Source: an optimization exercise on an open RTL-to-GDS flow (aim: small area, a short achievable clock period and few clock cycles). Production flows keep margins and buffers that such runs may drop. Power figures rest on the tool's default switching activity, not on a simulated workload.

pepper:
==> flow/design.v (excerpt) <==
module MPQ(
    input clk,
    input rst,
    input data_valid,
    input [7:0] data,
    input cmd_valid,
    input [2:0] cmd,
    input [7:0] index,
    input [7:0] value,
    output reg busy,
    output reg RAM_valid,
    output [7:0] RAM_A,
    output [7:0] RAM_D,
    output reg done
);
clock: 10.0 ns
lec_check: 0
abc_area: 1
cap_margin: 20
core_margin: 2
core_utilization: 35
setup_slack_margin: 5
slew_margin: 20
run.sh (not shown) runs the stock make flow with config.mk's settings and CLKGATE_MAP_FILE= SYNTH_SCRIPT=/design/flow/synth_recipe.tcl, a recipe that flattens the netlist after the stock synthesis.
Input-level comparison between quartz and pepper:
--- a/flow/design.v
+++ b/flow/design.v
@@ -26,36 +26,16 @@
                 g2[k]  = g[2*k+1] | (ge[2*k+1] & g[2*k]);
                 ge2[k] = g[2*k+1] | (ge[2*k+1] & ge[2*k]);
             end
             for (k = 0; k < 2; k = k + 1) begin
                 g4[k]  = g2[2*k+1] | (ge2[2*k+1] & g2[2*k]);
                 ge4[k] = g2[2*k+1] | (ge2[2*k+1] & ge2[2*k]);
             end
             gt8 = g4[1] | (ge4[1] & g4[0]);
-        end
-    endfunction
-    function [1:0] cmp8;
-        input [7:0] a, b;
-        reg [7:0] g, ge;
-        reg [3:0] g2, ge2;
-        reg [1:0] g4, ge4;
-        integer k;
-        begin
-            g  = a & ~b;
-            ge = a | ~b;
-            for (k = 0; k < 4; k = k + 1) begin
-                g2[k]  = g[2*k+1] | (ge[2*k+1] & g[2*k]);
-                ge2[k] = g[2*k+1] | (ge[2*k+1] & ge[2*k]);
-            end
-            for (k = 0; k < 2; k = k + 1) begin
-                g4[k]  = g2[2*k+1] | (ge2[2*k+1] & g2[2*k]);
-                ge4[k] = g2[2*k+1] | (ge2[2*k+1] & ge2[2*k]);
-            end
-            cmp8 = {g4[1] | (ge4[1] & g4[0]), g4[1] | (ge4[1] & ge4[0])};
         end
     endfunction
     reg [7:0] A [1:15];
     reg [3:0] size;
     reg       started;
     reg       m_upd;    
     reg       m_sup;    
     reg       m_ins;    
@@ -114,20 +94,17 @@
                     (wr_acc & (size_n > 4'd1)) | (RAM_valid & ~p_le1 & ~p[2]);
             RAM_valid <= (wr_acc & (size_n != 4'd0)) | wr_cont;
             done <= (wr_acc & (size_n <= 4'd1)) | (RAM_valid & p[2]);
         end
     end
     always @(posedge clk) begin
         vv <= data_valid ? data : value;
         pos <= data_valid ? size_n : (cmd == 3'd3) ? size_n + 4'd1 : index[3:0];
-        if (accept & ((cmd == 3'd2) | (cmd == 3'd3)))
-            sz <= 4'd0;
-        else
-            sz <= (accept & (cmd == 3'd1)) ? size_n - 4'd1 : size_n;
+        sz <= (accept & (cmd == 3'd1)) ? size_n - 4'd1 : size_n;
         if (wr_cont)
             p <= {1'b0, p[15:1]};
         else if (data_valid | (accept & ((cmd == 3'd2) | (cmd == 3'd3))))
             p <= 16'd1;
         else if (m_stA)
             p <= 16'd1 << 3;
         else if (bph == 2'd1)
             p <= 16'd1 << 2;
@@ -149,57 +126,47 @@
     assign RAM_D = NV;
     assign RAM_A = {4'd0, ra};
     reg        rs  [1:7];    
     reg        lv  [1:7];    
     reg [7:0]  mcv [1:7];    
     reg        root[1:7];
     reg        onc [1:15];   
     reg        go  [1:7];    
-    reg [1:0]  cm  [1:7];    
-    reg        fr  [1:7];    
     always @(*) begin
-        fr[1] = m_sup & ((pos[3] & pos[2]) | (~pos[3] & pos[2] & pos[1]) | (~pos[3] & ~pos[2] & pos[1] & pos[0]));
-        fr[2] = m_sup & ((pos[3:2] == 2'b10) & pos[1] | (pos[3:1] == 3'b010) & pos[0]);
-        fr[3] = m_sup & ((pos[3:2] == 2'b11) & pos[1] | (pos[3:1] == 3'b011) & pos[0]);
-        for (j = 4; j <= 7; j = j + 1)
-            fr[j] = m_sup & (pos[3:1] == j) & pos[0];
         for (j = 1; j <= 7; j = j + 1) begin
             lv[j]  = (2*j <= sz);
-            rs[j]  = ((2*j+1 <= sz) && gt8(A[2*j+1], A[2*j])) || fr[j];
+            rs[j]  = (2*j+1 <= sz) && gt8(A[2*j+1], A[2*j]);
             mcv[j] = rs[j] ? A[2*j+1] : A[2*j];
         end
         root[1] = m_ext | (m_hp & p[1]);
         root[2] = m_hp & p[2];
         root[3] = m_hp & p[3];
-        for (j = 1; j <= 7; j = j + 1)
-            cm[j] = cmp8(mcv[j], (j >= 4 && m_stA) ? A[j] : NV);
         onc[1]  = root[1];
-        go[1]   = onc[1] & lv[1] & cm[1][1];
+        go[1]   = onc[1] & lv[1] & gt8(mcv[1], NV);
         onc[2]  = root[2] | (go[1] & ~rs[1]);
-        go[2]   = onc[2] & lv[2] & cm[2][1];
+        go[2]   = onc[2] & lv[2] & gt8(mcv[2], NV);
         onc[3]  = root[3] | (go[1] & rs[1]);
-        go[3]   = onc[3] & lv[3] & cm[3][1];
+        go[3]   = onc[3] & lv[3] & gt8(mcv[3], NV);
         for (j = 4; j <= 7; j = j + 1) begin
             root[j] = m_stA;
             onc[j]  = m_stA | (go[j/2] & (rs[j/2] == j[0]));
-            go[j]   = onc[j] & lv[j] & cm[j][1];
+            go[j]   = onc[j] & lv[j] & gt8(mcv[j], m_stA ? A[j] : NV);
         end
         for (j = 8; j <= 15; j = j + 1)
             onc[j] = go[j/2] & (rs[j/2] == j[0]);
     end
     reg        su [1:7];
     reg        m1, m2, m3;
     wire [3:0] a1 = {1'b0, pos[3:1]};
     wire [3:0] a2 = {2'b0, pos[3:2]};
     wire       a3 = pos[3];
     always @(*) begin
-        su[1] = gt8(vv, A[1]);
-        for (j = 2; j <= 7; j = j + 1)
-            su[j] = ~cm[j/2][0];
+        for (j = 1; j <= 7; j = j + 1)
+            su[j] = gt8(vv, A[j]);
         m1 = m_sup && (a1 != 4'd0) && su[a1];
         m2 = m1 && (a2 != 4'd0) && su[a2];
         m3 = m2 && a3 && su[1];
     end
     reg        en   [1:15];
     reg        upch [1:15];   
     reg        dnpa [1:15];   
     always @(*) begin
Results
- Comparing the two runs side by side, quartz comes out behind pepper on total design power.
- For per-cell routed wire length, pepper and quartz come out practically identical.
- Lower worst setup margin was reported by quartz, not pepper.
- Storage element area: pepper vs quartz — no meaningful difference
- After synthesis and placement, the instance count of quartz is above that of pepper.
- Between pepper and quartz, power attributed to combinational cells is lower for pepper, quartz comes in above that.
- Delta(setup fix buffers added after clock tree synthesis, quartz - pepper) > 0
- Between quartz and pepper, it is quartz whose total of clock buffers placed in the layout is lower, by 4.
- Going from pepper to quartz, mapped cell area grew by a few percent.
- Effective utilization at floorplan, pepper and quartz, lower one = pepper.
- Relative contribution of the clock network to total power in quartz is 1.5 points below pepper.
Function was not checked in any run of this note: the RTL went through the layout flow alone.

==> afterwards: timing with drivers on the ports <==
In the flow no input, the clock included, has a driving cell. The finished layouts below were timed again as built, in two steps.
Step 1 assumes that a clkbuf_16 drives the clock port and a buf_2 every other input.
Step 2 adds t to the input delays and takes it off the output delays; t is the mean of the earliest and latest rising clock arrival at the registers after step 1. Input paths then give back, and output paths get back, about the clock's delay inside the block.
Three values: ideal, step 1, step 2; two values: the first two.
| run | shift t [ns] | setup WS [ns] | worst data-port slew with drivers (ns) |
|---|---|---|---|
| pepper | 0.518 | 5.061 / 5.021 / 5.061 | 0.03 |
| quartz | 0.526 | 4.994 / 4.939 / 4.967 | 0.04 |
After both steps every run listed still meets setup and hold. The setup slack of quartz, which loses most, moves by -0.055 ns with the drivers and by -0.027 ns with both steps.
